Context: an optimization exercise on an open-source flow, tuned for small area. The choices shown serve that exercise and are no tape-out recipe.
RTL that was checked went through simulation tests only; none was proved equivalent to the original.
The RTL of runs 1, 2 and 5 to 8 was laid out without a check of its function.
Power and IR drop assume default switching activity.

==> design/flow/design.v <==
module distribute(out1,out2);
output [3:0] out1;
output [3:0] out2;
assign out1 = 4'b1111;
assign out2 = 4'b0000;
endmodule
module ultrasonic_new(clk,rst,echo,en62,endisp,latch,cur,oh,sel,seg,lt,eq);
input        clk, rst, echo;
input        en62;         
input        endisp;       
input        latch;        
input  [1:0] cur;          
input  [3:0] oh;           
output [3:0] sel;
output [7:0] seg;
output reg   lt;           
output reg   eq;           
function [3:0] inc;
input [3:0] d;
inc = {d[3] ^ (d[2] & ~d[0]), d[1] & d[0], d[0], ~d[2]};
endfunction
function is9;
input [3:0] d;
is9 = d[3] & d[2] & ~d[0];
endfunction
function [7:0] dis;
input [3:0] d;
begin
case(d)
4'b0000: dis = 8'b11111100;
4'b0001: dis = 8'b01100000;
4'b0010: dis = 8'b00000000;
4'b0011: dis = 8'b11011010;
4'b0100: dis = 8'b11111110;
4'b0101: dis = 8'b01100010;
4'b0110: dis = 8'b01100110;
4'b0111: dis = 8'b11110010;
4'b1000: dis = 8'b10110110;
4'b1001: dis = 8'b10111110;
4'b1010: dis = 8'b10100000;
4'b1011: dis = 8'b11100000;
4'b1100: dis = 8'b11110110;
4'b1101: dis = 8'b11111110;
4'b1110: dis = 8'b11110110;
4'b1111: dis = 8'b11111110;
endcase
end
endfunction
reg ebuf, flag;
always @(posedge clk)
	if (rst) begin
		ebuf <= 1'b0;
		flag <= 1'b0;
	end else begin
		ebuf <= echo;
		flag <= ebuf;
	end
wire rising = ebuf & ~flag;
reg  [8:0] c289;
wire       mm = (c289 == 9'h07f);
always @(posedge clk)
	if (rising | mm) c289 <= 9'h0;
	else             c289 <= {~c289[7:0], ~(c289[8] ^ c289[4])};
reg [3:0] d1, d2, d3, d4;
wire i1 = flag & mm;
wire i2 = i1 & is9(d1);
wire i3 = i2 & is9(d2);
wire i4 = i3 & is9(d3);
always @(posedge clk)
	if (rst | rising) begin
		d1 <= 4'b0000; d2 <= 4'b0000; d3 <= 4'b0000; d4 <= 4'b0000;
	end else begin
		if (i1) d1 <= inc(d1);
		if (i2) d2 <= inc(d2);
		if (i3) d3 <= inc(d3);
		if (i4) d4 <= inc(d4);
	end
reg [3:0] l1, l2, l3, l4;
reg       all;
always @(posedge clk)
	if (rst) begin
		l1 <= 4'b0000; l2 <= 4'b0000; l3 <= 4'b0000; l4 <= 4'b0010;
		all <= 1'b0;
	end else if (endisp) begin
		all <= flag;
		if (flag) begin
			l1 <= 4'b0000; l2 <= 4'b0000; l3 <= 4'b0000; l4 <= 4'b0000;
		end else if (latch) begin
			l1 <= d1; l2 <= d2; l3 <= d3; l4 <= d4;
		end
	end
wire l4z  = ~l4[3] & ~l4[2] & ~l4[0];              
wire l3lo = ~l3[3] & ~l3[2] & ~l3[1];              
wire clt  = l4z & l3lo & (~l3[0] | ~l2[3]);        
wire ceq  = l4z & l3lo & l3[0] & l2[3] & ~l2[2] & ~l2[0]
            & ~l1[3] & ~l1[2] & ~l1[0];            
always @(posedge clk)
	if (rst) begin
		lt <= 1'b1;
		eq <= 1'b0;
	end else if (en62) begin
		lt <= clt;
		eq <= ceq;
	end
reg [3:0] shown;
always @(*)
	case (cur)
	2'd0: shown = l1;
	2'd1: shown = l2;
	2'd2: shown = l3;
	default: shown = l4;
	endcase
assign seg = dis(shown);
assign sel = {4{all}} | oh;
endmodule
module bizhang(clk,rst,left_wheel_PWM_OUT,right_wheel_PWM_OUT,l_lt,l_eq,r_lt,r_eq,m_lt,fire,steering_engine_PWM_OUT,switch);
		input		clk;
		input		rst;
		input		l_lt, l_eq;      
		input		r_lt, r_eq;      
		input		m_lt;            
		input		[3:0]switch;
		input		[3:0]fire;
		output reg right_wheel_PWM_OUT;
		output reg left_wheel_PWM_OUT;
		output reg steering_engine_PWM_OUT;
reg [9:0] w;
reg [9:0] wlim;
always @(*)
	case (switch)
	4'b0000: wlim = 10'd440;
	4'b0001: wlim = 10'd450;
	4'b0011: wlim = 10'd460;
	4'b0111: wlim = 10'd470;
	4'b1111: wlim = 10'd480;
	default: wlim = 10'd200;
	endcase
wire rev = m_lt || (fire == 4'b1111);
always @(posedge clk)
	if (rst) begin
		w <= 10'd0;
		right_wheel_PWM_OUT <= 1'b0;
		left_wheel_PWM_OUT  <= 1'b0;
	end else if (w <= 10'd904) begin
		w <= w + 10'd1;
		right_wheel_PWM_OUT <= ~rev & (w <= wlim);
		left_wheel_PWM_OUT  <= rev & (w <= 10'd300);
	end else
		w <= 10'd0;
localparam K0 = 3'd0, K55 = 3'd1, K70 = 3'd2, K80 = 3'd3, K85 = 3'd4;
reg [9:0]  sh;
reg [9:0]  sl;
reg [2:0]  k;
reg        hi;
wire       sl0   = (sl == 10'h000);
wire       swrap = (sh == 10'd1001);               
always @(*)
	case (k)
	K55:     hi = (sh <= 10'd55);
	K70:     hi = (sh <= 10'd70);
	K80:     hi = (sh <= 10'd80);
	K85:     hi = (sh <= 10'd85);
	default: hi = (sh == 10'd0);
	endcase
wire l_gt = ~l_lt & ~l_eq;
wire r_gt = ~r_lt & ~r_eq;
always @(posedge clk)
	if (rst | swrap) begin
		sh <= 10'd0;
		sl <= 10'h0;
	end else if (sl0) begin
		sh <= sh + 10'd1;
		sl <= 10'h3f0;
	end else
		sl <= {~sl[8:0], sl[9] ^ sl[6]};
always @(posedge clk)
	if (rst) begin
		k <= K0;
		steering_engine_PWM_OUT <= 1'b0;
	end else if (~swrap) begin
		if (l_lt) begin
			k <= K55;
			steering_engine_PWM_OUT <= hi;
		end else if (r_lt) begin
			k <= K85;
			steering_engine_PWM_OUT <= hi;
		end else if (l_gt && r_gt) begin
			if (~fire[1] | ~fire[2]) k <= K70;
			else if (~fire[0])       k <= K80;
			else if (~fire[3])       k <= K55;
			else                     k <= K70;
			steering_engine_PWM_OUT <= hi;
		end
	end
endmodule
module car(
	input        clk,
	input        rst,
	input        left_echo,
	input        right_echo,
	input        mid_echo,
	input  [3:0] switch,
	input  [3:0] fire,
	output       left_trig,
	output       right_trig,
	output       mid_trig,
	output       left_pwm,
	output       right_pwn,
	output       duoji,
	output [3:0] select,
	output [7:0] digit,
	output [3:0] pin_name1,
	output [7:0] pin_name2,
	output [3:0] pin_name3,
	output [7:0] pin_name4,
	output [3:0] out1,
	output [3:0] out2
);
reg  [5:0] p40;
wire       en62 = (p40 == 6'h16);                  
always @(posedge clk)
	if (rst)       p40 <= 6'h00;
	else if (en62) p40 <= 6'h27;                   
	else           p40 <= {~p40[4:0], p40[5] ^ p40[4]};
reg [24:0] tcnt;
reg        trig;
wire       twrap = (tcnt == 25'h0b02aed);          
wire       tfall = (tcnt == 25'h06aaa27);          
always @(posedge clk)
	if (rst | twrap) tcnt <= 25'h0;
	else             tcnt <= {~tcnt[23:0], tcnt[24] ^ tcnt[21]};
always @(posedge clk)
	if (rst)        trig <= 1'b0;
	else if (twrap) trig <= 1'b1;
	else if (tfall) trig <= 1'b0;
assign left_trig  = trig;
assign right_trig = trig;
assign mid_trig   = trig;
reg [15:0] dcnt;
wire       endisp = (dcnt == 16'h1247);            
always @(posedge clk)
	if (rst)         dcnt <= 16'h0;
	else if (endisp) dcnt <= 16'h6271;             
	else             dcnt <= {~dcnt[14:0], ~(dcnt[15] ^ dcnt[14] ^ dcnt[12] ^ dcnt[3])};
reg [1:0] cur;
reg       valid;
always @(posedge clk)
	if (rst) begin
		cur   <= 2'd3;
		valid <= 1'b0;
	end else if (endisp) begin
		cur   <= cur + 2'd1;
		valid <= 1'b1;
	end
wire latch = endisp & (cur == 2'd2);
wire [3:0] oh = valid ? (4'b0001 << cur) : 4'b0000;
wire l_lt, l_eq, r_lt, r_eq, m_lt, m_eq;
ultrasonic_new inst8(
	.clk(clk), .rst(rst), .echo(left_echo), .en62(en62), .endisp(endisp),
	.latch(latch), .cur(cur), .oh(oh),
	.sel(pin_name1), .seg(pin_name2), .lt(l_lt), .eq(l_eq));
ultrasonic_new inst11(
	.clk(clk), .rst(rst), .echo(right_echo), .en62(en62), .endisp(endisp),
	.latch(latch), .cur(cur), .oh(oh),
	.sel(pin_name3), .seg(pin_name4), .lt(r_lt), .eq(r_eq));
ultrasonic_new inst(
	.clk(clk), .rst(rst), .echo(mid_echo), .en62(en62), .endisp(endisp),
	.latch(latch), .cur(cur), .oh(oh),
	.sel(select), .seg(digit), .lt(m_lt), .eq(m_eq));
distribute inst1(.out1(out1), .out2(out2));
bizhang inst2(
	.clk(clk), .rst(rst),
	.left_wheel_PWM_OUT(left_pwm), .right_wheel_PWM_OUT(right_pwn),
	.l_lt(l_lt), .l_eq(l_eq), .r_lt(r_lt), .r_eq(r_eq), .m_lt(m_lt),
	.fire(fire), .steering_engine_PWM_OUT(duoji), .switch(switch));
endmodule
==> design/flow/flow/run.sh <==
#!/bin/bash
# Own layout flow: the standard synthesis, then the combinational logic
# between the (unchanged) registers is re-mapped by ABC for area, then the
# standard ORFS layout steps. Each tool's output goes to a log file here.
set -euo pipefail
W=$(pwd)
R=$W/orfs/results/$FLOW_PLATFORM/car/base
LIB=$FLOW_HOME/platforms/$FLOW_PLATFORM/lib/sky130_fd_sc_hd__tt_025C_1v80.lib

# 1. standard synthesis
bash standard.sh synth > $W/flow_synth.log 2>&1

# 2. area re-mapping of the logic; registers and tie cells are kept as they are
DU=$(sed -n '/^export DONT_USE_CELLS/,/^$/p' $FLOW_HOME/platforms/$FLOW_PLATFORM/config.mk \
     | tr -d '\\' | tr ' \t' '\n\n' | grep '^sky130' | sed 's/^/-dont_use /' | tr '\n' ' ')
cp $R/1_2_yosys.v $W/std_synth.v
cat > $W/remap.ys <<EOT
read_liberty -ignore_miss_func $LIB
blackbox sky130_fd_sc_hd__df* sky130_fd_sc_hd__conb_1
read_verilog $W/std_synth.v
hierarchy -top $FLOW_TOP
flatten
delete t:\$scopeinfo
opt_clean
opt
abc -liberty $LIB $DU
opt_clean -purge
read_liberty -lib -overwrite $LIB
hilomap -singleton -hicell sky130_fd_sc_hd__conb_1 HI -locell sky130_fd_sc_hd__conb_1 LO
splitnets
opt_clean -purge
tee -o $W/remap_stat.txt stat -liberty $LIB
check -assert -mapped
write_verilog -noattr -nohex -nodec $W/remap.v
EOT
yosys -s $W/remap.ys > $W/flow_remap.log 2>&1
cp $W/remap.v $R/1_2_yosys.v
touch $R/1_2_yosys.v

# 3. layout
export BUFFER_PORTS_ARGS="-buffer_cell sky130_fd_sc_hd__buf_1"
export CTS_ARGS="-sink_clustering_enable -repair_clock_nets -dont_use_dummy_load -buf_list sky130_fd_sc_hd__clkbuf_4 -sink_clustering_size 10 -sink_clustering_max_diameter 40"
bash standard.sh finish > $W/flow_finish.log 2>&1
==> design/flow/standard.sh <==
#!/bin/bash
# synth_recipe.tcl (not shown) runs the flow's synth.tcl, then flattens the netlist and writes it again
# the make line also repeats each setting of config.mk as NAME=value (left out here)
make -C /OpenROAD-flow-scripts/flow DESIGN_CONFIG=/design/flow/config.mk WORK_HOME=/design/flow/orfs CLKGATE_MAP_FILE= SYNTH_SCRIPT=/design/flow/synth_recipe.tcl "${@:-finish}"
==> design/flow/config.mk <==
export PLATFORM = sky130hd
export DESIGN_NAME = car
export DESIGN_NICKNAME = car
export VERILOG_FILES = /design/flow/design.v
export SDC_FILE = /design/flow/constraint.sdc
export NUM_CORES = 4
export LEC_CHECK = 0
export CAP_MARGIN = 20
export CORE_MARGIN = 2
export CORE_UTILIZATION = 40
export SLEW_MARGIN = 20
==> design/flow/constraint.sdc <==
create_clock -name core_clock -period 20.0 [get_ports {clk}]
set_input_delay 4.0000 -clock core_clock [delete_from_list [all_inputs] [get_ports {clk}]]
set_output_delay 4.0000 -clock core_clock [all_outputs]
set_load 0.01 [all_outputs]
==> metrics.yaml, run 1 <==
status: "timing/DRC/antenna clean"
final-setup-viol-count: 0
clk_pin_slew_ns: 0.11
pwr-share-clk_pct: 28.2
numCtsBuffers: 31
dr.pass1.iters: 5
crit_slowest_cell: "nor2b_2"
cts.htree.levels: 1
first_iter_violations: 442
max-vdd-ir-drop_mv: 0.0484
path_class: "reg -> out"
cp_max_fo: 24
clkSinkCount: 224
hold_path_class: "reg -> reg"
min_period_over_period_pct: 37.9
grt_usage_pct: 16.9
worst_pin_slew_ns: 0.990
grt_pass1_wl_um: 31200
ctsResizeCount: 0
syn_avg_cell_area_um2: 9.18
start_util_pct: 41.0
cts_tree: "yes"
p_leak_nw: 3.52
io_pins: 63
root_buffer: "clkbuf_4"
hold_viol: 0
die_x_um: 149
pwr_density_cell_nw_per_um2: 80.9
place_area_um2: 8960
die_h_um: 149
intPower_w: 0.000559
yosys_warnings: 3
critPathLaunchType: "flip-flop"
ant_nets: 0
die_area_um2: 22100
clk_path_buf_depth: 3
clock_latency_ns: 0.68
grt_max_degree: 46
worstPathCellList: "nor2b_2 > a22oi_1 > a21oi_1 > and2_0 > nor2_1 > a21oi_1 > a21oi_1 > buf_1"
numPortBuffers: 51
design_area_um2: 9210
synthCells: 910
antenna_found_initial: 1
dp_hpwl_um: 13100
drt_drc_violations_left: 0
placementRows: 52
hold_buffers: 0
p_switching_w: 0.000186
wirelength_um: 18800
cp-end-kind: "output port"
drive_above_1_share_pct: 3.97
post_cts_buffers: 0
synth_area_um2: 8350
grt_pass1_vias: 6165
wl_per_cell_um: 14.7
nets: 1023
seqPwrFrac_pct: 64.9
fin_setup_tns_ns: 0
critPathArrivalTime_ns: 3.59
crit_top_cell: "a21oi_1"
swShare_pct: 25.0
gp_congestion: 0.796
slew_violations: 0
area_growth_pct: 10.2
vias_per_cell: 5.43
maxCapViolCount: 0
core-area_um2: 20400
skew_ns: 0.0581
comb_power_share_pct: 6.8
fin_crit_ns: 7.59
cp.required_ns: 16.00
rsz0062_at_grt: "no"
fmax_ghz: 0.132
slew_headroom_pct: 33.4
n_fill_cell: 2034
slowest_delay_ns: 0.85
grt_overflow: 0
num_vias: 6948
layout make-up:
cell class | count | area [µm²] | area share (%)
Antenna cell | 1 | 2.50 | 0.0272
Clock buffer | 31 | 233 | 2.53
Inverter | 26 | 97.6 | 1.06
Multi-Input combinational cell | 669 | 3810 | 41.4
Sequential cell | 224 | 4480 | 48.7
Tap cell | 270 | 338 | 3.67
Timing Repair Buffer | 58 | 243 | 2.64
placed cells by master, fill, tap and decap left out, types with 11 or more instances in the layout:
cell type,n
a21o_1,15
a21oi_1,60
a22o_1,30
a22oi_1,20
a31oi_1,20
and3_1,11
buf_1,50
clkbuf_4,31
clkinv_1,26
conb_1,11
dfxtp_1,224
nand2_1,57
nand3_1,18
nand4_1,17
nor2_1,155
nor2b_1,14
nor3_1,37
nor4_1,12
o21ai_0,49
worst max-delay path, delay by kind of cell (launching register included):
kind / cells / cell delay, ns
flops: 1 / 0.63
compound gates: 4 / 0.89
buf+inv: 1 / 0.17
simple gates: 3 / 1.20
power by group through the flow:
stage / clock [W] / combinational (W) / sequential [W]
6_report: 0.000210 / 0.0000510 / 0.000484
5_1_grt: 0.000242 / 0.0000583 / 0.000487
4_1_cts: 0.000221 / 0.0000514 / 0.000484
3_5_place_dp: 0 / 0.0000511 / 0.000494
3_3_place_gp: 0 / 0.0000506 / 0.000494
2_1_floorplan: 0 / 0.0000365 / 0.000490
worst paths after layout:
| path | startpoint | end | slack (ns) | cells past startpoint |
|---|---|---|---|---|
| setup reg to reg | inst.flag | inst.d4[2] | 16.97 | 7 |
| setup / recovery | cur[1] | digit[3] | 12.41 | 8 |
| hold reg to reg | tcnt[2] | tcnt[3] | 0.40 | 1 |
| hold / removal | tcnt[2] | tcnt[3] | 0.40 | 1 |
through the flow:
stage          hold WS [ns]  setup slack [ns]  power, W  instances  util, %
6_report              0.395             12.41  0.000745       1279     45.2
4_1_cts               0.398             12.44  0.000756       1277     45.2
3_3_place_gp          0.391             13.35  0.000544       1246     44.0
3_5_place_dp          0.393             13.21  0.000545       1246     44.0
2_1_floorplan         0.380             13.53  0.000526        919        -
5_1_grt               0.416             12.09  0.000787       1279     45.2
flip-flops by register name, summed over array words and instances, names as in the netlist, 6 cells and up:
| signal | count |
|---|---|
| inst.c289 | 9 |
| inst2.sh | 10 |
| dcnt | 16 |
| inst2.w | 10 |
| p40 | 6 |
| tcnt | 25 |
| inst11.c289 | 9 |
| inst8.c289 | 9 |
| inst2.sl | 10 |
layer usage:
layer,up-vias,GRT usage (%),wire length (µm)
met5,-,0,0
met4,0,4.57,385
met3,36,2.91,911
met2,164,25.5,8010
met1,3219,25.1,9520
li1,3529,-,-
==> inputs of run 2 (changes only) <==
--- a/design/flow/flow/run.sh
+++ b/design/flow/flow/run.sh
@@ -40,4 +40,4 @@
 # 3. layout
 export BUFFER_PORTS_ARGS="-buffer_cell sky130_fd_sc_hd__buf_1"
-export CTS_ARGS="-sink_clustering_enable -repair_clock_nets -dont_use_dummy_load -buf_list sky130_fd_sc_hd__clkbuf_4 -sink_clustering_size 10 -sink_clustering_max_diameter 40"
+export CTS_ARGS="-sink_clustering_enable -repair_clock_nets -dont_use_dummy_load -buf_list sky130_fd_sc_hd__clkbuf_8 -sink_clustering_size 20 -sink_clustering_max_diameter 50"
 bash standard.sh finish > $W/flow_finish.log 2>&1
==> metrics.yaml, run 2 <==
p_leak_nw: 3.55  # +0.65%
final_util_pct: 45.6  # +0.40 points
dp_hpwl_um: 13100  # unchanged
pwr_density_cell_nw_per_um2: 83.8  # +3.5%
dr.pass1.iters: 5  # unchanged
slew_headroom_pct: 33.3  # -0.080 points
hold_buffers: 0  # unchanged
critPathArrivalTime_ns: 3.41  # -0.18 ns
numCtsBuffers: 23  # -26%
seqPwrFrac_pct: 62.2  # -2.7 points
hold_path_class: "reg -> reg"
start_util_pct: 41.0  # unchanged
area_growth_pct: 11.2
final-setup-viol-count: 0  # unchanged
min_period_over_period_pct: 37.0  # -0.90 points
drt_drc_violations_left: 0  # unchanged
grt_pass1_vias: 6121  # -0.71%
path_class: "reg -> out"
regMostFlops: "tcnt"
die_x_um: 149  # unchanged
reg2regPathDepth: 7  # unchanged
r2r_slack_ns: 16.95  # -0.02 ns
gp_congestion: 0.796  # unchanged
reg2reg_to: "inst.d4[2]"
wirelength_um: 18800  # -0.11%
mostFrequentLayoutCell: "dfxtp_1"
num_vias: 6877  # -1.0%
largestRegisters: "tcnt x25, dcnt x16"
synth_area_um2: 8350  # unchanged
r2r-start: "inst.flag"
timing.final.ws_setup_ns: 12.59  # +0.180 ns
wl_per_cell_um: 14.8  # +0.60%
largest_reg_flops: 25  # unchanged
placementRows: 52  # unchanged
die_area_um2: 22100  # unchanged
pwr-share-clk_pct: 31.3  # +3.1 points
max-vdd-ir-drop_mv: 0.0472  # -2.6%
min_to: "tcnt[3]"
clock_latency_ns: 0.53  # -0.15 ns
antennaDiodeCount: 0  # -1
hold_viol: 0  # unchanged
cp.required_ns: 16.00  # about the same
cp_max_fo: 24  # unchanged
n_fill_cell: 2009  # -1.2%
fmax_ghz: 0.135  # +2.4%
clk_pin_slew_ns: 0.10  # about the same
p_switching_w: 0.000187  # +0.69%
first_iter_violations: 460  # +4.1%
comb_power_share_pct: 6.6  # -0.2 points
synthCells: 910  # unchanged
min_path_cells: 1  # unchanged
post_cts_buffers: 0  # unchanged
fin_setup_tns_ns: 0  # unchanged
vias_per_cell: 5.41  # -0.32%
slew_violations: 0  # unchanged
cts_tree: "yes"
clkSinkCount: 224  # unchanged
antenna_found_initial: 0  # -1
cp-end-kind: "output port"
ant_nets: 0  # unchanged
grt_pass1_wl_um: 30900  # -0.78%
io_pins: 63  # unchanged
place_area_um2: 8960  # unchanged
layout_common_cells: "224 x dfxtp_1, 155 x nor2_1, 60 x a21oi_1"
rsz0062_at_grt: "no"
grt_overflow: 0  # unchanged
syn_avg_cell_area_um2: 9.18  # unchanged
layout.cells.non_filler: 1270  # -0.70%
root_buffer: "clkbuf_8"
design_area_um2: 9290  # +0.88%
status: "timing/DRC/antenna clean"
fin_crit_ns: 7.41  # -0.180 ns
ctsResizeCount: 0  # unchanged
cts.htree.levels: 1  # unchanged
clk_path_buf_depth: 3  # unchanged
swShare_pct: 24.1  # -0.90 points
dp_worst_setup_slack_ns: 13.21  # unchanged
grt_usage_pct: 16.8  # -0.11 points
yosys_warnings: 3  # unchanged
hp-start: "tcnt[2]"
intPower_w: 0.000591  # +5.7%
dpl.cell_count: 1246  # unchanged
core-area_um2: 20400  # unchanged
numPortBuffers: 51  # unchanged
skew_ns: 0.0437  # -0.0145 ns
worst_pin_slew_ns: 0.991  # +0.00118 ns
maxCapViolCount: 0  # unchanged
critPathLaunchType: "flip-flop"
drive_above_1_share_pct: 3.20  # -0.77 points
grt_max_degree: 46  # unchanged
die_h_um: 149  # unchanged
nets: 1015  # -0.78%
-- run 2: worst max-delay path by stage --
stage	start	end	cells after the start
after detailed placement	cur[1]	digit[3]	8
after floorplan	cur[1]	digit[3]	6
after global placement	cur[1]	digit[3]	8
final	cur[1]	digit[3]	8
after global routing	cur[1]	digit[3]	8
after CTS	cur[1]	digit[3]	8
-- run 2: layout make-up --
class / count / area [µm²] / share of cell area (%)
Tap cell: 270 / 338 / 3.64
Timing Repair Buffer: 58 / 243 / 2.61
Sequential cell: 224 / 4480 / 48.3
Clock buffer: 23 / 317 / 3.41
Multi-Input combinational cell: 669 / 3810 / 41.0
Inverter: 26 / 97.6 / 1.05
-- run 2: stage by stage --
stage          hold slack (ns)  power, W
3_5_place_dp             0.393  0.000545
3_3_place_gp             0.391  0.000544
6_report                 0.392  0.000778
2_1_floorplan            0.380  0.000526
4_1_cts                  0.395  0.000789
5_1_grt                  0.405  0.000817
-- run 2: power groups by stage --
stage          Combinational [W]  Clock [W]  Sequential, W
6_report               0.0000510   0.000243       0.000484
5_1_grt                0.0000584   0.000272       0.000487
4_1_cts                0.0000514   0.000254       0.000484
3_5_place_dp           0.0000511          0       0.000494
3_3_place_gp           0.0000506          0       0.000494
2_1_floorplan          0.0000365          0       0.000490
-- run 2: per-layer routing --
layer | wire length [µm] | global-route usage [%] | vias to the layer above
li1 | - | - | 3489
met1 | 9490 | 25.1 | 3198
met2 | 7990 | 25.6 | 162
met3 | 1020 | 2.70 | 28
met4 | 301 | 3.90 | 0
met5 | 0 | 0 | -
-- run 2: worst max-delay path, cell delays in order, from the launching register on --
cell     delay, ns
dfxtp_1       0.63
nor2b_2       0.85
a22oi_1       0.23
a21oi_1       0.46
and2_0        0.28
nor2_1        0.07
a21oi_1       0.14
a21oi_1       0.05
buf_1         0.17
==> inputs of run 3 (changes only) <==
--- a/design/flow/design.v
+++ b/design/flow/design.v
@@ -148,5 +148,5 @@
 	end else
 		w <= 10'd0;
-localparam K0 = 3'd0, K55 = 3'd1, K70 = 3'd2, K80 = 3'd3, K85 = 3'd4;
+localparam K0 = 3'd6, K55 = 3'd0, K70 = 3'd1, K80 = 3'd3, K85 = 3'd2;
 reg [9:0]  sh;
 reg [9:0]  sl;
--- a/design/flow/flow/run.sh
+++ b/design/flow/flow/run.sh
@@ -24,5 +24,5 @@
 opt_clean
 opt
-abc -liberty $LIB $DU
+abc -script $W/flow/area.abc -liberty $LIB $DU
 opt_clean -purge
 read_liberty -lib -overwrite $LIB
@@ -40,4 +40,4 @@
 # 3. layout
 export BUFFER_PORTS_ARGS="-buffer_cell sky130_fd_sc_hd__buf_1"
-export CTS_ARGS="-sink_clustering_enable -repair_clock_nets -dont_use_dummy_load -buf_list sky130_fd_sc_hd__clkbuf_8 -sink_clustering_size 20 -sink_clustering_max_diameter 50"
+export CTS_ARGS="$(cat $W/flow/cts.args)"
 bash standard.sh finish > $W/flow_finish.log 2>&1
==> design/flow/flow/area.abc (new file) <==
strash
&get -n
&fraig -x
&put
scorr
dc2
strash
&get -n
&dch -f
&nf -R 1000
&put
strash
&get -n
&dch -f
&nf -R 1000
&put
==> design/flow/flow/cts.args (new file) <==
-sink_clustering_enable -repair_clock_nets -dont_use_dummy_load -buf_list sky130_fd_sc_hd__clkbuf_8 -sink_clustering_size 16 -sink_clustering_max_diameter 40
==> metrics.yaml, run 3 <==
status: "timing/DRC/antenna clean"
finalPower_w: 0.000831  # +6.8%
skew_ns: 0.0287  # -0.0149 ns
post_cts_buffers: 0  # unchanged
grt_pass1_wl_um: 29600  # -4.3%
hold_path_class: "reg -> reg"
layout_common_cells: "224 x dfxtp_1, 172 x nor2_1, 56 x nand2_1"
critPathLaunchType: "flip-flop"
wl_per_cell_um: 14.4  # -2.8%
io_pins: 63  # unchanged
path_class: "reg -> out"
mostFrequentLayoutCell: "dfxtp_1"
start_util_pct: 41.0  # about the same
wl_met2_um: 7930  # -0.78%
slew_headroom_pct: 26.7  # -6.6 points
vias_per_cell: 5.28  # -2.4%
synthCells: 872  # -4.2%
min_period_over_period_pct: 35.8  # -1.2 points
nets: 990  # -2.5%
highest_layer: "met4"
grt_overflow: 0  # unchanged
cts_tree: "yes"
antennaDiodeCount: 0  # unchanged
numCtsBuffers: 36  # +57%
num_vias: 6553  # -4.7%
cp.required_ns: 16.00  # about the same
r2r-start: "inst8.flag"
dp_hpwl_um: 12400  # -5.4%
numPortBuffers: 51  # unchanged
whs_ns: 0.386  # -0.00678 ns
hold_viol: 0  # unchanged
p_leak_nw: 3.59  # +1.3%
setup.worst_path.start: "cur[0]"
gp_congestion: 0.859  # +8.0%
grt_pass1_vias: 6198  # +1.3%
slew_violations: 0  # unchanged
wl_met3_um: 856  # -16%
final-setup-viol-count: 0  # unchanged
r2r_slack_ns: 16.79  # -0.16 ns
drt_drc_violations_left: 0  # unchanged
fmax_ghz: 0.140  # +3.4%
crit_path_end: "digit[4]"
ctsResizeCount: 0  # unchanged
maxCapViolCount: 0  # unchanged
critPathArrivalTime_ns: 3.17  # -0.24 ns
fin_crit_ns: 7.17  # -0.241 ns
clk_pin_slew_ns: 0.07  # -0.03 ns
reg2regPathDepth: 11  # +4
ant_nets: 0  # unchanged
clkSinkCount: 224  # unchanged
max-vdd-ir-drop_mv: 0.0536  # +14%
first_iter_violations: 391  # -15%
drive_above_1_share_pct: 4.62  # +1.4 points
grt_usage_pct: 16.6  # -0.22 points
die_area_um2: 21300  # -3.6%
pwr_density_cell_nw_per_um2: 90.9  # +8.4%
worst_pin_slew_ns: 1.10  # +0.105 ns
placementRows: 51  # -1.9%
yosys_warnings: 3  # unchanged
clock_latency_ns: 0.52  # about the same
largestRegisters: "tcnt x25, dcnt x16"
cts.htree.levels: 2  # +1
dr.pass1.iters: 5  # unchanged
synth_area_um2: 8040  # -3.7%
reg2reg_to: "inst8.d4[3]"
fin_setup_tns_ns: 0  # unchanged
cp_max_fo: 14  # -42%
multi_input_area_um2: 3540  # -7.0%
final-seq-area_um2: 4480  # unchanged
antenna_found_initial: 0  # unchanged
min_path_cells: 1  # unchanged
largest_reg_flops: 25  # unchanged
root_buffer: "clkbuf_8"
die_x_um: 146  # -1.8%
grt_max_degree: 51  # +11%
die_h_um: 146  # -1.8%
n_fill_cell: 1961  # -2.4%
area_growth_pct: 13.8
met1_length_um: 8700  # -8.3%
hold_buffers: 0  # unchanged
wirelength_um: 17800  # -5.1%
core-area_um2: 19600  # -3.8%
rsz0062_at_grt: "no"
regMostFlops: "tcnt"
syn_avg_cell_area_um2: 9.22  # +0.45%
cp-end-kind: "output port"
clk_path_buf_depth: 3  # unchanged
run 3: changes by cell type in the layout (fill, tap and decap cells not counted), sizes merged, moves of 5 or more:
cell | previous run | this run
nor2 | 155 | 173
a31oi | 20 | 3
clkbuf | 25 | 37
clkinv | 26 | 14
nor3 | 37 | 48
nand4 | 17 | 7
a21oi | 60 | 54
o21ai | 49 | 43
and3 | 11 | 16
nor4 | 12 | 17
nor4bb | 6 | 1
run 3: worst min path at each step:
stage / from / to / slack (ns)
2_1_floorplan: dcnt[8] / dcnt[9] / 0.38
3_3_place_gp: p40[0] / p40[1] / 0.39
3_5_place_dp: dcnt[9] / dcnt[10] / 0.40
4_1_cts: dcnt[11] / dcnt[12] / 0.39
5_1_grt: dcnt[2] / dcnt[3] / 0.41
6_report: dcnt[11] / dcnt[12] / 0.39
run 3: worst max-delay path, cell delays in order, from the launching register on:
cell and delay (ns):
dfxtp_1 0.50, nor2b_1 0.85, a22oi_1 0.14, a22oi_1 0.41, nand2_1 0.13, nand2_1 0.10
o21bai_1 0.13, a21boi_0 0.22, buf_1 0.17
run 3: area by class of cell:
class | instances | area share [%]
timing repair buffer | 58 | 2.68
multi-input combinational | 643 | 38.7
tap | 265 | 3.62
sequential | 224 | 49.0
clock buffer | 36 | 5.42
inverter | 14 | 0.574
run 3: layer usage:
metal	up-vias	GRT usage (%)
met5	-	0
met4	0	6.03
met3	26	3.35
met2	147	26.0
met1	3034	22.7
li1	3346	-
run 3: where the power goes:
group          switching (W)   total, W  internal (W)
Combinational      0.0000198  0.0000334     0.0000136
Clock               0.000154   0.000313      0.000159
Sequential         0.0000147   0.000485      0.000470
run 3: through the flow:
stage | setup slack [ns] | instances | cell area, µm² | utilization [%]
after CTS | 12.81 | 1240 | 9150 | 46.7
after global placement | 13.50 | 1204 | 8650 | 44.2
after global routing | 12.50 | 1240 | 9150 | 46.7
after floorplan | 13.85 | 881 | 8070 | -
final | 12.83 | 1240 | 9150 | 46.7
after detailed placement | 13.38 | 1204 | 8650 | 44.2
==> inputs of run 4 (changes only) <==
==> design/flow/flow/cts.args (replaced) <==
-sink_clustering_enable -repair_clock_nets -dont_use_dummy_load -buf_list sky130_fd_sc_hd__clkbuf_4 -sink_clustering_size 10 -sink_clustering_max_diameter 40
==> metrics.yaml, run 4 <==
largest_reg_flops: 25  # unchanged
cp.required_ns: 16.00  # about the same
n_fill_cell: 1984  # +1.2%
io_pins: 63  # unchanged
slew_headroom_pct: 28.8  # +2.1 points
clk_path_buf_depth: 3  # unchanged
pwr_density_cell_nw_per_um2: 83.4  # -8.2%
cts_tree: "yes"
slew_violations: 0  # unchanged
critPathLaunchType: "flip-flop"
swShare_pct: 24.0  # +1.3 points
pwr-share-clk_pct: 30.5  # -7.2 points
cp.buffers_inverters: 1  # unchanged
drt_drc_violations_left: 0  # unchanged
yosys_warnings: 3  # unchanged
die_area_um2: 21300  # unchanged
cp_max_fo: 14  # unchanged
wl_per_cell_um: 14.3  # -0.50%
intPower_w: 0.000566  # -12%
antennaDiodeCount: 0  # unchanged
fin_crit_ns: 7.26  # +0.0902 ns
grt_usage_pct: 16.6  # about the same
layout.cells.non_filler: 1240  # unchanged
syn_avg_cell_area_um2: 9.22  # unchanged
hp-start: "dcnt[9]"
largestRegisters: "tcnt x25, dcnt x16"
num_vias: 6598  # +0.69%
fin_setup_tns_ns: 0  # unchanged
grt_pass1_vias: 6196  # -0.032%
synthCells: 872  # unchanged
worst_pin_slew_ns: 1.06  # -0.0311 ns
crit_slowest_cell: "nor2b_1"
grt_max_degree: 51  # unchanged
wirelength_um: 17800  # -0.50%
seqPwrFrac_pct: 65.0  # +6.7 points
numPortBuffers: 51  # unchanged
layout_common_cells: "224 x dfxtp_1, 172 x nor2_1, 56 x nand2_1"
critPathArrivalTime_ns: 3.26  # +0.09 ns
comb_power_share_pct: 4.5  # +0.5 points
path_class: "reg -> out"
grt_overflow: 0  # unchanged
min_period_over_period_pct: 36.3  # +0.45 points
maxCapViolCount: 0  # unchanged
grt_pass1_wl_um: 29700  # +0.23%
start_util_pct: 41.0  # unchanged
antenna_found_initial: 0  # unchanged
setup.worst_path.start: "cur[0]"
p_leak_nw: 3.50  # -2.6%
hold_buffers: 0  # unchanged
synth_area_um2: 8040  # unchanged
fmax_ghz: 0.138  # -1.2%
r2r-start: "inst8.flag"
skew_ns: 0.0556  # +0.0269 ns
die_h_um: 146  # unchanged
final_util_pct: 45.6  # -1.1 points
hold_path_class: "reg -> reg"
dpl.cell_count: 1204  # unchanged
slowest_delay_ns: 0.86  # about the same
worstPathCellList: "nor2b_1 > a22oi_1 > a22oi_1 > nand2_1 > nand2_1 > o21bai_1 > a21boi_0 > buf_1"
dr.pass1.iters: 5  # unchanged
clk_pin_slew_ns: 0.10  # +0.03 ns
numCtsBuffers: 36  # unchanged
drive_above_1_share_pct: 4.62  # unchanged
post_cts_buffers: 0  # unchanged
placementRows: 51  # unchanged
clkSinkCount: 224  # unchanged
area_growth_pct: 11.0
rsz0062_at_grt: "no"
nets: 990  # unchanged
core-area_um2: 19600  # unchanged
hold_viol: 0  # unchanged
ctsResizeCount: 0  # unchanged
p_switching_w: 0.000179  # -5.4%
first_iter_violations: 385  # -1.5%
max-vdd-ir-drop_mv: 0.0575  # +7.3%
cts.htree.levels: 2  # unchanged
ant_nets: 0  # unchanged
clock_latency_ns: 0.62  # +0.10 ns
mostFrequentLayoutCell: "dfxtp_1"
regMostFlops: "tcnt"
cp-end-kind: "output port"
root_buffer: "clkbuf_4"
status: "timing/DRC/antenna clean"
die_x_um: 146  # unchanged
gp_congestion: 0.859  # unchanged
vias_per_cell: 5.32  # +0.69%
critical-path-top-delay-family: "simple AND/OR/NAND/NOR gates"
final-setup-viol-count: 0  # unchanged
dp_hpwl_um: 12400  # unchanged
run 4: per-stage QoR:
step | hold slack [ns] | instance area (µm²) | total power, W | setup slack (ns)
2_1_floorplan | 0.377 | 8070 | 0.000514 | 13.85
3_3_place_gp | 0.391 | 8650 | 0.000527 | 13.50
3_5_place_dp | 0.396 | 8650 | 0.000528 | 13.38
4_1_cts | 0.387 | 8920 | 0.000756 | 12.70
5_1_grt | 0.400 | 8920 | 0.000783 | 12.39
6_report | 0.381 | 8920 | 0.000744 | 12.74
run 4: path summary, 6_finish.rpt:
kind / to / slack (ns) / cells after the start
max: digit[4] / 12.74 / 8
min: dcnt[10] / 0.38 / 1
max reg2reg: inst8.d4[3] / 16.78 / 11
min reg2reg: dcnt[10] / 0.38 / 1
run 4: power by group through the flow:
stage / sequential (W) / clock [W] / combinational (W)
after floorplan: 0.000490 / 0 / 0.0000244
after global placement: 0.000494 / 0 / 0.0000330
after detailed placement: 0.000494 / 0 / 0.0000339
after CTS: 0.000484 / 0.000238 / 0.0000338
after global routing: 0.000487 / 0.000257 / 0.0000386
final: 0.000484 / 0.000227 / 0.0000334
run 4: area by class of cell:
cell class	count	area (µm²)	area share, %
Timing Repair Buffer	58	245	2.75
Inverter	14	52.6	0.589
Clock buffer	36	270	3.03
Tap cell	265	332	3.72
Sequential cell	224	4480	50.3
Multi-Input combinational cell	643	3540	39.7
run 4: layer usage:
| layer | vias to the layer above | GRT usage (%) | wire [µm] |
|---|---|---|---|
| met1 | 3046 | 22.8 | 8660 |
| li1 | 3363 | - | - |
| met4 | 0 | 5.64 | 410 |
| met2 | 151 | 26.0 | 7790 |
| met5 | - | 0 | 0 |
| met3 | 38 | 3.45 | 900 |
==> inputs of run 5 (changes only) <==
--- a/design/flow/design.v
+++ b/design/flow/design.v
@@ -225,8 +225,9 @@
 reg [24:0] tcnt;
 reg        trig;
-wire       twrap = (tcnt == 25'h0b02aed);          
-wire       tfall = (tcnt == 25'h06aaa27);          
-always @(posedge clk)
-	if (rst | twrap) tcnt <= 25'h0;
+wire       tmatch = ({tcnt[24:23], tcnt[21:0]} == {2'b11, 22'h04bceb});
+wire       twrap  = tmatch & ~tcnt[22];            
+wire       tfall  = tmatch &  tcnt[22];            
+always @(posedge clk)
+	if (rst | twrap) tcnt <= 25'h15f2a82;
 	else             tcnt <= {~tcnt[23:0], tcnt[24] ^ tcnt[21]};
 always @(posedge clk)
--- a/design/flow/flow/run.sh
+++ b/design/flow/flow/run.sh
@@ -40,4 +40,5 @@
 # 3. layout
 export BUFFER_PORTS_ARGS="-buffer_cell sky130_fd_sc_hd__buf_1"
+export SKIP_REPAIR_TIE_FANOUT=1
 export CTS_ARGS="$(cat $W/flow/cts.args)"
 bash standard.sh finish > $W/flow_finish.log 2>&1
--- a/design/flow/config.mk
+++ b/design/flow/config.mk
@@ -9,3 +9,4 @@
 export CORE_MARGIN = 2
 export CORE_UTILIZATION = 40
+export GPL_TIMING_DRIVEN = 0
 export SLEW_MARGIN = 20
==> metrics.yaml, run 5 <==
dr.pass1.iters: 4  # -1
layout_common_cells: "224 x dfxtp_1, 158 x nor2_1, 93 x nand2_1"
crit_top_cell: "and2_0"
fin_crit_ns: 7.47  # +0.216 ns
crit_slowest_cell: "and2_0"
numPortBuffers: 51  # unchanged
worstPathCellList: "and2_0 > a222oi_1 > nand2_1 > nor2_1 > o21ai_0 > and2_0 > buf_1"
wl_per_cell_um: 14.2  # -1.1%
first_iter_violations: 385  # unchanged
setup.worst_path.start: "cur[0]"
mostFrequentLayoutCell: "dfxtp_1"
largest_reg_flops: 25  # unchanged
clk_pin_slew_ns: 0.10  # about the same
multi_input_area_um2: 3650  # +3.1%
cp.required_ns: 16.00  # about the same
synth_area_um2: 8140  # +1.2%
num_vias: 6584  # -0.21%
dp_hpwl_um: 12300  # -0.62%
grt_pass1_vias: 6024  # -2.8%
hold_path_class: "reg -> reg"
reg2regPathDepth: 14  # +3
regMostFlops: "tcnt"
synthCells: 901  # +3.3%
min_to: "tcnt[17]"
grt_util_met3_pct: 3.66  # +0.21 points
cts.htree.levels: 1  # -1
reg2reg_to: "inst8.d4[3]"
rsz0062_at_grt: "no"
hp-start: "tcnt[16]"
r2r_slack_ns: 16.89  # +0.11 ns
r2r-start: "inst8.c289[7]"
clkSinkCount: 224  # unchanged
clock_latency_ns: 0.67  # +0.05 ns
vias_per_cell: 5.23  # -1.7%
io_pins: 63  # unchanged
critPathLaunchType: "flip-flop"
cp_max_fo: 18  # +4
cts_tree: "yes"
use_met2_pct: 26.5  # +0.42 points
nets: 1003  # +1.3%
start_util_pct: 40.5  # -0.55 points
p_leak_nw: 3.48  # -0.70%
maxCapViolCount: 0  # unchanged
final-seq-area_um2: 4480  # unchanged
use_met1_pct: 22.6  # -0.14 points
cp-end-kind: "output port"
status: "timing/DRC/antenna clean"
die_area_um2: 21500  # +1.2%
min_period_over_period_pct: 37.4  # +1.1 points
grt_pass1_wl_um: 29800  # +0.37%
fmax_ghz: 0.134  # -2.9%
die_x_um: 147  # +0.60%
pwr_density_cell_nw_per_um2: 79.6  # -4.6%
fin_setup_tns_ns: 0  # unchanged
core-area_um2: 20100  # +2.6%
slew_violations: 0  # unchanged
drt_drc_violations_left: 0  # unchanged
largestRegisters: "tcnt x25, dcnt x16"
area_growth_pct: 10.7
critical-path-top-delay-family: "simple AND/OR/NAND/NOR gates"
placementRows: 52  # +2.0%
hold_viol: 0  # unchanged
grt_max_degree: 42  # -18%
die_h_um: 147  # +0.60%
min_path_cells: 1  # unchanged
grt_busiest_layer: "met2"
worst_pin_slew_ns: 1.02  # -0.0410 ns
drive_above_1_share_pct: 4.55  # -0.061 points
grt_overflow: 0  # unchanged
root_buffer: "clkbuf_4"
ant_nets: 0  # unchanged
yosys_warnings: 3  # unchanged
skew_ns: 0.0585  # +0.00292 ns
n_fill_cell: 1985  # +0.050%
slowest_delay_ns: 0.86  # about the same
path_class: "reg -> out"
cp.buffers_inverters: 1  # unchanged
final-setup-viol-count: 0  # unchanged
gp_congestion: 0.797  # -7.2%
grt_usage_pct: 16.6  # about the same
post_cts_buffers: 0  # unchanged
critPathArrivalTime_ns: 3.47  # +0.21 ns
numCtsBuffers: 30  # -17%
slew_headroom_pct: 31.5  # +2.7 points
max-vdd-ir-drop_mv: 0.0392  # -32%
ctsResizeCount: 0  # unchanged
hold_buffers: 0  # unchanged
syn_avg_cell_area_um2: 9.03  # -2.0%
antenna_found_initial: 1  # +1
finalPower_w: 0.000717  # -3.7%
clk_path_buf_depth: 3  # unchanged
wirelength_um: 17800  # +0.37%
[run 5: where the power goes]
part	internal [W]	switching, W	total [W]	leakage [nW]
registers	0.000466	0.0000123	0.000479	1.83
logic	0.0000130	0.0000195	0.0000325	1.50
clock network	0.0000685	0.000137	0.000206	0.138
total	0.000548	0.000169	0.000717	3.48
[run 5: worst reg2reg max path, delay by kind of cell (launching register included)]
family	cells	cell delay, ns
AOI/OAI and AO/OA	1	0.19
and+or+nand+nor	13	2.56
DFF	1	0.31
[run 5: final cells by class]
class / instances / share of cell area [%]
repair buffers: 57 / 2.94
diodes: 1 / 0.0278
well taps: 270 / 3.75
multi-input cells: 665 / 40.5
flip-flops and latches: 224 / 49.8
clock buffers: 30 / 2.50
inverters: 12 / 0.500
[run 5: worst max path at each step]
stage / cells after the start / to
after global routing: 7 / pin_name2[4]
after global placement: 3 / inst11.l4[0]
after CTS: 9 / digit[4]
final: 7 / pin_name2[4]
after floorplan: 7 / digit[4]
after detailed placement: 9 / digit[4]
[run 5: through the flow]
| stage | worst slack (ns) | area, µm² | std cells | util, % | hold slack [ns] |
|---|---|---|---|---|---|
| 3_5_place_dp | 13.21 | 8780 | 1228 | 43.7 | 0.369 |
| 3_3_place_gp | 11.67 | 8670 | 1222 | 43.1 | 0.366 |
| 6_report | 12.53 | 9010 | 1259 | 44.8 | 0.342 |
| 5_1_grt | 12.25 | 9010 | 1259 | 44.8 | 0.356 |
| 4_1_cts | 12.47 | 9000 | 1258 | 44.8 | 0.352 |
| 2_1_floorplan | 13.66 | 8140 | 901 | - | 0.353 |
[run 5: metal layers]
metal  vias to the layer above  routed length [µm]
li1                       3419                   -
met1                      3014                8600
met2                       116                8000
met3                        35                 831
met4                         0                 395
met5                         -                   0
==> inputs of run 6 (changes only) <==
--- a/design/flow/config.mk
+++ b/design/flow/config.mk
@@ -8,5 +8,5 @@
 export CAP_MARGIN = 20
 export CORE_MARGIN = 2
-export CORE_UTILIZATION = 40
+export CORE_UTILIZATION = 65
 export GPL_TIMING_DRIVEN = 0
 export SLEW_MARGIN = 20
==> metrics.yaml, run 6 <==
grt_usage_pct: 26.4  # +9.8 points
cts.htree.levels: 1  # unchanged
comb_power_share_pct: 4.6  # about the same
fmax_ghz: 0.134  # about the same
area_growth_pct: 8.90
synthCells: 901  # unchanged
pwr-share-clk_pct: 28.1  # -0.6 points
grt_overflow: 0  # unchanged
first_iter_violations: 667  # +73%
clock_latency_ns: 0.65  # -0.02 ns
skew_ns: 0.0700  # +0.0114 ns
maxCapViolCount: 0  # unchanged
max-vdd-ir-drop_mv: 0.0656  # +67%
min_period_over_period_pct: 37.4  # about the same
hp-start: "inst.c289[3]"
io_pins: 63  # unchanged
drive_above_1_share_pct: 4.05  # -0.50 points
largest_reg_flops: 25  # unchanged
post_cts_buffers: 0  # unchanged
seqPwrFrac_pct: 67.2  # +0.4 points
worst_pin_slew_ns: 1.07  # +0.0475 ns
status: "timing/DRC/antenna clean"
die_h_um: 116  # -21%
p_leak_nw: 3.47  # -0.19%
die_area_um2: 13400  # -38%
grt_max_degree: 36  # -14%
mostFrequentLayoutCell: "dfxtp_1"
clk_pin_slew_ns: 0.10  # about the same
grt_pass1_wl_um: 29100  # -2.3%
rsz0062_at_grt: "no"
numCtsBuffers: 29  # -3.3%
slew_violations: 0  # unchanged
fin_setup_tns_ns: 0  # unchanged
dr.pass1.iters: 5  # +1
pwr_density_cell_nw_per_um2: 80.4  # +1.1%
cp_max_fo: 18  # unchanged
critPathArrivalTime_ns: 3.47  # about the same
swShare_pct: 23.4  # -0.17 points
ant_nets: 0  # unchanged
hold_buffers: 0  # unchanged
root_buffer: "clkbuf_4"
gp_congestion: 0.909  # +14%
cts_tree: "yes"
intPower_w: 0.000546  # -0.32%
r2r-start: "inst11.c289[7]"
synth_area_um2: 8140  # unchanged
min_to: "inst.c289[4]"
path_class: "reg -> out"
dp_hpwl_um: 12600  # +2.2%
clk_path_buf_depth: 3  # unchanged
yosys_warnings: 3  # unchanged
drt_drc_violations_left: 0  # unchanged
final-setup-viol-count: 0  # unchanged
p_switching_w: 0.000167  # -1.3%
numPortBuffers: 51  # unchanged
slew_headroom_pct: 28.3  # -3.2 points
die_x_um: 116  # -21%
placementRows: 40  # -23%
r2r_slack_ns: 16.80  # -0.09 ns
reg2reg_to: "inst11.d4[3]"
num_vias: 6975  # +5.9%
start_util_pct: 67.2  # +27 points
nets: 1002  # -0.10%
reg2regPathDepth: 14  # unchanged
antenna_found_initial: 1  # unchanged
hold_path_class: "reg -> reg"
clkSinkCount: 224  # unchanged
finalPower_w: 0.000713  # -0.54%
critPathLaunchType: "flip-flop"
wl_per_cell_um: 15.3  # +8.0%
syn_avg_cell_area_um2: 9.03  # unchanged
hold_viol: 0  # unchanged
core-area_um2: 12100  # -40%
grt_pass1_vias: 6395  # +6.2%
fin_crit_ns: 7.47  # +0.00150 ns
regMostFlops: "tcnt"
setup.worst_path.start: "cur[0]"
cp.required_ns: 16.00  # about the same
layout_common_cells: "224 x dfxtp_1, 160 x nor2_1, 93 x nand2_1"
min_path_cells: 1  # unchanged
ctsResizeCount: 0  # unchanged
wirelength_um: 17700  # -0.84%
vias_per_cell: 6.03  # +15%
cp-end-kind: "output port"
largestRegisters: "tcnt x25, dcnt x16"
whs_ns: 0.369  # +0.0273 ns
run 6: power groups by stage:
stage                     clock (W)  sequential [W]  combinational, W
after floorplan                   0        0.000486         0.0000224
after global placement            0        0.000488         0.0000299
after detailed placement          0        0.000489         0.0000332
after CTS                  0.000204        0.000479         0.0000332
after global routing       0.000223        0.000482         0.0000377
final                      0.000201        0.000479         0.0000331
run 6: per-layer routing:
layer,wire (µm),up-vias,GRT usage [%]
li1,-,3415,-
met2,8260,248,45.2
met4,418,0,9.13
met1,7860,3269,34.2
met3,1130,43,3.92
met5,0,-,0
run 6: stage by stage:
stage | worst slack, ns | std cells | util [%] | area, µm²
global placement | 12.10 | 1120 | 70.5 | 8540
global route | 12.31 | 1156 | 73.2 | 8860
detailed placement | 13.28 | 1126 | 71.4 | 8640
finish | 12.53 | 1156 | 73.2 | 8860
CTS | 12.56 | 1155 | 73.2 | 8860
floorplan | 13.66 | 901 | - | 8140
run 6: worst max-delay path by stage:
stage | endpoint | slack (ns) | cells after the start
final | digit[3] | 12.53 | 6
after global routing | digit[3] | 12.31 | 6
after CTS | digit[3] | 12.56 | 6
after detailed placement | digit[3] | 13.28 | 6
after global placement | inst11.l2[1] | 12.10 | 3
after floorplan | digit[4] | 13.66 | 7
run 6: worst max-delay path, stage by stage (launching register included):
cell	delay (ns)
dfxtp_1	0.70
nor2b_1	0.88
a222oi_1	0.27
a21boi_0	0.26
and2_0	0.22
a221oi_1	0.29
buf_1	0.18
run 6: area by class of cell:
type	instances	area (µm²)
Inverter	12	45.0
Clock buffer	29	218
Tap cell	168	210
Timing Repair Buffer	57	275
Antenna cell	1	2.50
Multi-Input combinational cell	665	3630
Fill cell	973	3250
Sequential cell	224	4480
==> inputs of run 7 (changes only) <==
--- a/design/flow/flow/run.sh
+++ b/design/flow/flow/run.sh
@@ -1,6 +1,8 @@
 #!/bin/bash
-# Own layout flow: the standard synthesis, then the combinational logic
-# between the (unchanged) registers is re-mapped by ABC for area, then the
-# standard ORFS layout steps. Each tool's output goes to a log file here.
+# Own layout flow: the standard synthesis; then the combinational logic
+# between the (unchanged) registers is re-mapped by ABC for area (several
+# ABC runs in parallel, the smallest result kept); then the standard ORFS
+# layout steps with 1x port buffers, no tie-cell fanout repair and the
+# clock tree settings in cts.args. Each tool's output goes to a log file here.
 set -euo pipefail
 W=$(pwd)
@@ -15,5 +17,8 @@
      | tr -d '\\' | tr ' \t' '\n\n' | grep '^sky130' | sed 's/^/-dont_use /' | tr '\n' ' ')
 cp $R/1_2_yosys.v $W/std_synth.v
-cat > $W/remap.ys <<EOT
+for i in 0 1 2 3; do
+  if [[ $i == 3 ]]; then cp $W/flow/area_fast.abc $W/area_$i.abc
+  else sed "s/@SEED@/$i/" $W/flow/area.abc > $W/area_$i.abc; fi
+  cat > $W/remap_$i.ys <<EOT
 read_liberty -ignore_miss_func $LIB
 blackbox sky130_fd_sc_hd__df* sky130_fd_sc_hd__conb_1
@@ -24,5 +29,5 @@
 opt_clean
 opt
-abc -script $W/flow/area.abc -liberty $LIB $DU
+abc -script $W/area_$i.abc -liberty $LIB $DU
 opt_clean -purge
 read_liberty -lib -overwrite $LIB
@@ -30,10 +35,21 @@
 splitnets
 opt_clean -purge
-tee -o $W/remap_stat.txt stat -liberty $LIB
+tee -o $W/remap_stat_$i.txt stat -liberty $LIB
 check -assert -mapped
-write_verilog -noattr -nohex -nodec $W/remap.v
+write_verilog -noattr -nohex -nodec $W/remap_$i.v
 EOT
-yosys -s $W/remap.ys > $W/flow_remap.log 2>&1
-cp $W/remap.v $R/1_2_yosys.v
+  yosys -s $W/remap_$i.ys > $W/flow_remap_$i.log 2>&1 &
+done
+wait
+best=""; barea=""
+for i in 0 1 2 3; do
+  if [[ -s $W/remap_$i.v ]] && grep -q "Chip area" $W/remap_stat_$i.txt; then
+    a=$(grep "Chip area" $W/remap_stat_$i.txt | awk '{print $NF}')
+    echo "remap $i: $a" >> $W/remap_choice.txt
+    if [[ -z "$best" ]] || awk -v a="$a" -v b="$barea" 'BEGIN{exit !(a<b)}'; then best=$i; barea=$a; fi
+  fi
+done
+echo "kept remap $best ($barea)" >> $W/remap_choice.txt
+cp $W/remap_$best.v $R/1_2_yosys.v
 touch $R/1_2_yosys.v
 
==> design/flow/flow/area.abc (replaced) <==
strash
&get -n
&fraig -x
&put
scorr
dc2
strash
&get -n
&deepsyn -T 90 -S @SEED@
&put
strash
&get -n
&dch -f
&nf -R 1000
&put
==> design/flow/flow/area_fast.abc (new file) <==
strash
&get -n
&fraig -x
&put
scorr
dc2
strash
&get -n
&dch -f
&nf -R 1000
&put
strash
&get -n
&dch -f
&nf -R 1000
&put
--- a/design/flow/config.mk
+++ b/design/flow/config.mk
@@ -8,5 +8,5 @@
 export CAP_MARGIN = 20
 export CORE_MARGIN = 2
-export CORE_UTILIZATION = 65
+export CORE_UTILIZATION = 60
 export GPL_TIMING_DRIVEN = 0
 export SLEW_MARGIN = 20
==> metrics.yaml, run 7 <==
layout_common_cells: "224 x dfxtp_1, 135 x nor2_1, 93 x nand2_1"
final-setup-viol-count: 0  # unchanged
vias_per_cell: 5.76  # -4.5%
layout.cells.non_filler: 1086  # -6.1%
drt_drc_violations_left: 0  # unchanged
synth_area_um2: 7890  # -3.1%
fin_crit_ns: 7.08  # -0.393 ns
status: "timing/DRC/antenna clean"
final-seq-area_um2: 4480  # unchanged
wirelength_um: 16400  # -7.4%
io_pins: 63  # unchanged
place_area_um2: 8350  # -3.4%
ant_nets: 0  # unchanged
crit_slowest_cell: "or2_0"
worstPathCellList: "or2_0 > o22a_1 > o221ai_1 > and2_0 > a21oi_1 > a21oi_1 > a21o_1 > o211ai_1 > buf_1"
max-vdd-ir-drop_mv: 0.0589  # -10%
num_vias: 6256  # -10%
mostFrequentLayoutCell: "dfxtp_1"
cp-end-kind: "output port"
slowest_delay_ns: 0.56  # -0.32 ns
skew_ns: 0.0416  # -0.0284 ns
worst_pin_slew_ns: 1.12  # +0.0539 ns
grt_max_degree: 35  # -2.8%
r2r-start: "inst8.c289[7]"
clk_pin_slew_ns: 0.10  # about the same
antenna_found_initial: 0  # -1
yosys_warnings: 3  # unchanged
reg2regPathDepth: 16  # +2
largest_reg_flops: 25  # unchanged
crit_top_cell: "a21oi_1"
cts.htree.levels: 1  # unchanged
numPortBuffers: 51  # unchanged
cp_max_fo: 10  # -8
slew_violations: 0  # unchanged
n_fill_cell: 1086  # +12%
design_area_um2: 8580  # -3.3%
regMostFlops: "tcnt"
root_buffer: "clkbuf_4"
nets: 929  # -7.3%
r2r_slack_ns: 16.87  # +0.07 ns
pwr_density_cell_nw_per_um2: 83.2  # +3.5%
syn_avg_cell_area_um2: 9.51  # +5.3%
p_leak_nw: 3.51  # +1.1%
grt_usage_pct: 23.2  # -3.1 points
drive_above_1_share_pct: 4.27  # +0.21 points
min_period_over_period_pct: 35.4  # -2.0 points
fin_setup_tns_ns: 0  # unchanged
min_to: "tcnt[7]"
die_h_um: 119  # +2.4%
gp_congestion: 0.823  # -9.4%
min_path_cells: 1  # unchanged
antennaDiodeCount: 0  # -1
slew_headroom_pct: 25.0  # -3.3 points
reg2reg_to: "inst8.d4[3]"
dr.pass1.iters: 5  # unchanged
dp_hpwl_um: 11800  # -6.3%
cp.required_ns: 16.00  # about the same
first_iter_violations: 369  # -45%
ctsResizeCount: 0  # unchanged
path_class: "reg -> out"
critPathArrivalTime_ns: 3.08  # -0.39 ns
die_area_um2: 14100  # +4.8%
critPathLaunchType: "flip-flop"
grt_pass1_wl_um: 27600  # -5.0%
rsz0062_at_grt: "no"
hold_path_class: "reg -> reg"
start_util_pct: 62.0  # -5.2 points
clock_latency_ns: 0.63  # -0.02 ns
clk_path_buf_depth: 3  # unchanged
maxCapViolCount: 0  # unchanged
placementRows: 41  # +2.5%
core-area_um2: 12700  # +5.0%
cts_tree: "yes"
wl_per_cell_um: 15.1  # -1.5%
hp-start: "tcnt[6]"
grt_pass1_vias: 6059  # -5.3%
dpl.cell_count: 1056  # -6.2%
largestRegisters: "tcnt x25, dcnt x16"
post_cts_buffers: 0  # unchanged
grt_overflow: 0  # unchanged
synthCells: 829  # -8.0%
hold_viol: 0  # unchanged
die_x_um: 119  # +2.4%
clkSinkCount: 224  # unchanged
area_growth_pct: 8.74
multi_input_area_um2: 3370  # -7.1%
fmax_ghz: 0.141  # +5.6%
hold_buffers: 0  # unchanged
numCtsBuffers: 30  # +3.4%
==> run 7: area by class of cell <==
type | count | share of cell area (%)
clock buffers | 30 | 2.63
repair buffers | 55 | 2.66
multi-input cells | 591 | 39.3
well taps | 172 | 2.51
inverters | 14 | 0.613
flip-flops and latches | 224 | 52.3
==> run 7: worst max path at each step <==
| stage | from | depth (start not counted) | endpoint |
|---|---|---|---|
| 6_report | cur[0] | 9 | digit[1] |
| 5_1_grt | cur[1] | 9 | digit[1] |
| 4_1_cts | cur[0] | 9 | digit[1] |
| 3_5_place_dp | rst | 9 | inst.l4[1] |
| 3_3_place_gp | rst | 7 | inst11.l2[0] |
| 2_1_floorplan | rst | 7 | inst.l4[1] |
==> run 7: worst max-delay path, delay by kind of cell (launching register included) <==
kind / cells / cell delay [ns]
buffers and inverters: 1 / 0.19
AND/OR/NAND/NOR: 2 / 0.82
AO/OA/AOI/OAI: 6 / 0.96
flip-flops: 1 / 0.47
==> run 7: through the flow <==
step	hold WS (ns)	utilization [%]	total power (W)	setup WS, ns
6_report	0.390	67.4	0.000714	12.92
5_1_grt	0.408	67.4	0.000751	12.68
2_1_floorplan	0.353	-	0.000511	13.52
3_3_place_gp	0.364	65.2	0.000522	11.61
4_1_cts	0.393	67.4	0.000723	12.93
3_5_place_dp	0.366	65.6	0.000525	13.27
==> run 7: routing by layer <==
layer  wire [µm]  vias up  global-route usage [%]  part of all wire, %
li1            -     3154                       -                    -
met1        7380     2927                    29.0                   45
met2        7850      134                    40.4                   48
met3         653       41                    4.05                  4.0
met4         478        0                    8.04                  2.9
met5           0        -                       0                    0
==> run 7: where the power goes <==
part | leakage [nW] | internal (W) | switching, W
sequential | 1.83 | 0.000467 | 0.0000125
clock | 0.138 | 0.0000686 | 0.000130
combinational | 1.54 | 0.0000136 | 0.0000215
==> inputs of run 8 (changes only) <==
--- a/design/flow/config.mk
+++ b/design/flow/config.mk
@@ -6,7 +6,7 @@
 export NUM_CORES = 4
 export LEC_CHECK = 0
-export CAP_MARGIN = 20
+export CAP_MARGIN = 0
 export CORE_MARGIN = 2
 export CORE_UTILIZATION = 60
 export GPL_TIMING_DRIVEN = 0
-export SLEW_MARGIN = 20
+export SLEW_MARGIN = 0
==> metrics.yaml, run 8 <==
dp_worst_setup_slack_ns: 13.23  # -0.0371 ns
grt_busiest_layer: "met2"
crit_slowest_cell: "or2_0"
cts.htree.levels: 1  # unchanged
slowest_delay_ns: 0.54  # -0.02 ns
syn_avg_cell_area_um2: 9.51  # unchanged
rsz0062_at_grt: "no"
clk_path_buf_depth: 3  # unchanged
ant_nets: 0  # unchanged
first_iter_violations: 387  # +4.9%
grt_overflow: 0  # unchanged
cp.required_ns: 16.00  # about the same
wirelength_um: 16500  # +0.60%
maxCapViolCount: 0  # unchanged
die_area_um2: 14100  # unchanged
hold_viol: 0  # unchanged
cp_max_fo: 10  # unchanged
final-setup-viol-count: 0  # unchanged
critPathLaunchType: "flip-flop"
gp_congestion: 0.823  # unchanged
core-area_um2: 12700  # unchanged
grt_usage_pct: 23.3  # +0.032 points
status: "timing/DRC/antenna clean"
synth_area_um2: 7890  # unchanged
numCtsBuffers: 28  # -6.7%
grt_util_met3_pct: 4.01  # -0.048 points
critPathArrivalTime_ns: 3.02  # -0.06 ns
min_period_over_period_pct: 35.1  # -0.29 points
clk_pin_slew_ns: 0.10  # about the same
fin_setup_tns_ns: 0  # unchanged
die_x_um: 119  # unchanged
path_class: "reg -> out"
cp-end-kind: "output port"
p_leak_nw: 3.49  # -0.63%
crit_top_cell: "a21oi_1"
synthCells: 829  # unchanged
pwr_density_cell_nw_per_um2: 83.1  # -0.16%
largestRegisters: "tcnt x25, dcnt x16"
largest_reg_flops: 25  # unchanged
use_met1_pct: 28.9  # -0.098 points
grt_pass1_wl_um: 27600  # -0.27%
mostFrequentLayoutCell: "dfxtp_1"
antenna_found_initial: 0  # unchanged
clock_latency_ns: 0.63  # about the same
vias_per_cell: 5.84  # +1.4%
worst_pin_slew_ns: 1.17  # +0.0477 ns
use_met2_pct: 40.2  # -0.22 points
drt_drc_violations_left: 0  # unchanged
regMostFlops: "tcnt"
grt_pass1_vias: 6014  # -0.74%
drive_above_1_share_pct: 3.63  # -0.64 points
yosys_warnings: 3  # unchanged
timing.final.ws_setup_ns: 12.98  # +0.0572 ns
cts_tree: "yes"
nets: 925  # -0.43%
slew_violations: 0  # unchanged
hold_buffers: 0  # unchanged
io_pins: 63  # unchanged
dr.pass1.iters: 6  # +1
placementRows: 41  # unchanged
start_util_pct: 62.0  # unchanged
skew_ns: 0.0263  # -0.0153 ns
numPortBuffers: 51  # unchanged
worstPathCellList: "or2_0 > o22a_1 > o221ai_1 > and2_0 > a21oi_1 > a21oi_1 > a21o_1 > o211ai_1 > buf_1"
ctsResizeCount: 0  # unchanged
clkSinkCount: 224  # unchanged
layout_common_cells: "224 x dfxtp_1, 135 x nor2_1, 93 x nand2_1"
antennaDiodeCount: 0  # unchanged
num_vias: 6321  # +1.0%
die_h_um: 119  # unchanged
wl_per_cell_um: 15.2  # +0.97%
area_growth_pct: 8.20
hold_path_class: "reg -> reg"
fmax_ghz: 0.142  # +0.81%
grt_max_degree: 42  # +20%
root_buffer: "clkbuf_4"
slew_headroom_pct: 21.8  # -3.2 points
post_cts_buffers: 0  # unchanged
fin_crit_ns: 7.02  # -0.0572 ns
max-vdd-ir-drop_mv: 0.0524  # -11%
dp_hpwl_um: 11800  # -0.31%
## run 8: where the power goes
group,leakage [nW],switching [W],internal (W),total [W]
sequential,1.83,0.0000125,0.000467,0.000480
combinational,1.52,0.0000213,0.0000132,0.0000345
clock,0.129,0.000131,0.0000643,0.000195
total,3.49,0.000164,0.000545,0.000709
## run 8: worst paths after layout
check           startpoint          end  slack (ns)  depth (start not counted)
max                 cur[0]     digit[1]       12.98                          9
min                tcnt[6]      tcnt[7]        0.39                          1
min reg2reg        tcnt[6]      tcnt[7]        0.39                          1
max reg2reg  inst8.c289[7]  inst8.d4[3]       16.86                         16
## run 8: final cells by class
class	instances	area, µm²
clock buffers	28	210
fillers	1103	4190
inverters	14	52.6
multi-input cells	591	3360
flip-flops and latches	224	4480
well taps	172	215
repair buffers	53	208
## run 8: layer usage
metal / part of all wire (%) / vias to the layer above
li1: - / 3141
met1: 44 / 2961
met2: 48 / 175
met3: 4.7 / 44
met4: 2.8 / 0
met5: 0 / -
## run 8: critical path, delay by kind of cell, from the launching register on
family | cells | cell delay (ns)
AO/OA/AOI/OAI | 6 | 0.95
buffers and inverters | 1 | 0.19
flip-flops | 1 | 0.47
AND/OR/NAND/NOR | 2 | 0.79
## run 8: metrics by stage
step | hold WS (ns) | instances | total power [W] | area (µm²) | util [%]
global placement | 0.364 | 1052 | 0.000522 | 8290 | 65.2
finish | 0.390 | 1082 | 0.000709 | 8530 | 67.1
detailed placement | 0.367 | 1054 | 0.000525 | 8320 | 65.4
floorplan | 0.353 | 829 | 0.000511 | 7890 | -
global route | 0.404 | 1082 | 0.000743 | 8530 | 67.1
CTS | 0.391 | 1082 | 0.000716 | 8530 | 67.1

==> port drivers added, routing unchanged <==
How much do the figures lean on ideal ports? The routed layouts below were timed once more, with nothing changed but the port constraints.
Step 1 (the two cells are an assumption about what drives the block):
set clk [get_ports {clk}]
set_driving_cell -lib_cell sky130_fd_sc_hd__clkbuf_16 $clk
set_driving_cell -lib_cell sky130_fd_sc_hd__buf_2 [delete_from_list [all_inputs] $clk]
Step 2 also shifts input and output timing later by t, the mid clock arrival at the registers, as if the neighbouring blocks saw the same clock.
Slacks: ideal / step 1 / step 2; pairs: ideal / step 1.
run | t, ns | setup slack, ns | hold WS [ns] | worst setup path after step 2 | pins driven straight from the clock port
run 1 | 0.688 | 12.413 / 12.378 / 13.066 | 0.395 / 0.395 / 0.395 | register to output | 1
run 2 | 0.545 | 12.593 / 12.557 / 13.102 | 0.392 / 0.392 / 0.392 | register to output | 1
run 3 | 0.539 | 12.834 / 12.798 / 13.337 | 0.386 / 0.386 / 0.386 | register to output | 1
run 4 | 0.630 | 12.744 / 12.708 / 13.338 | 0.381 / 0.381 / 0.381 | register to output | 1
run 5 | 0.676 | 12.528 / 12.490 / 13.167 | 0.342 / 0.342 / 0.342 | register to output | 1
run 6 | 0.657 | 12.527 / 12.490 / 13.148 | 0.369 / 0.369 / 0.369 | register to output | 1
run 7 | 0.649 | 12.920 / 12.885 / 13.197 | 0.390 / 0.390 / 0.390 | input to register | 1
run 8 | 0.649 | 12.977 / 12.942 / 13.220 | 0.390 / 0.390 / 0.390 | input to register | 1
After both steps setup and hold are still met in every run listed.
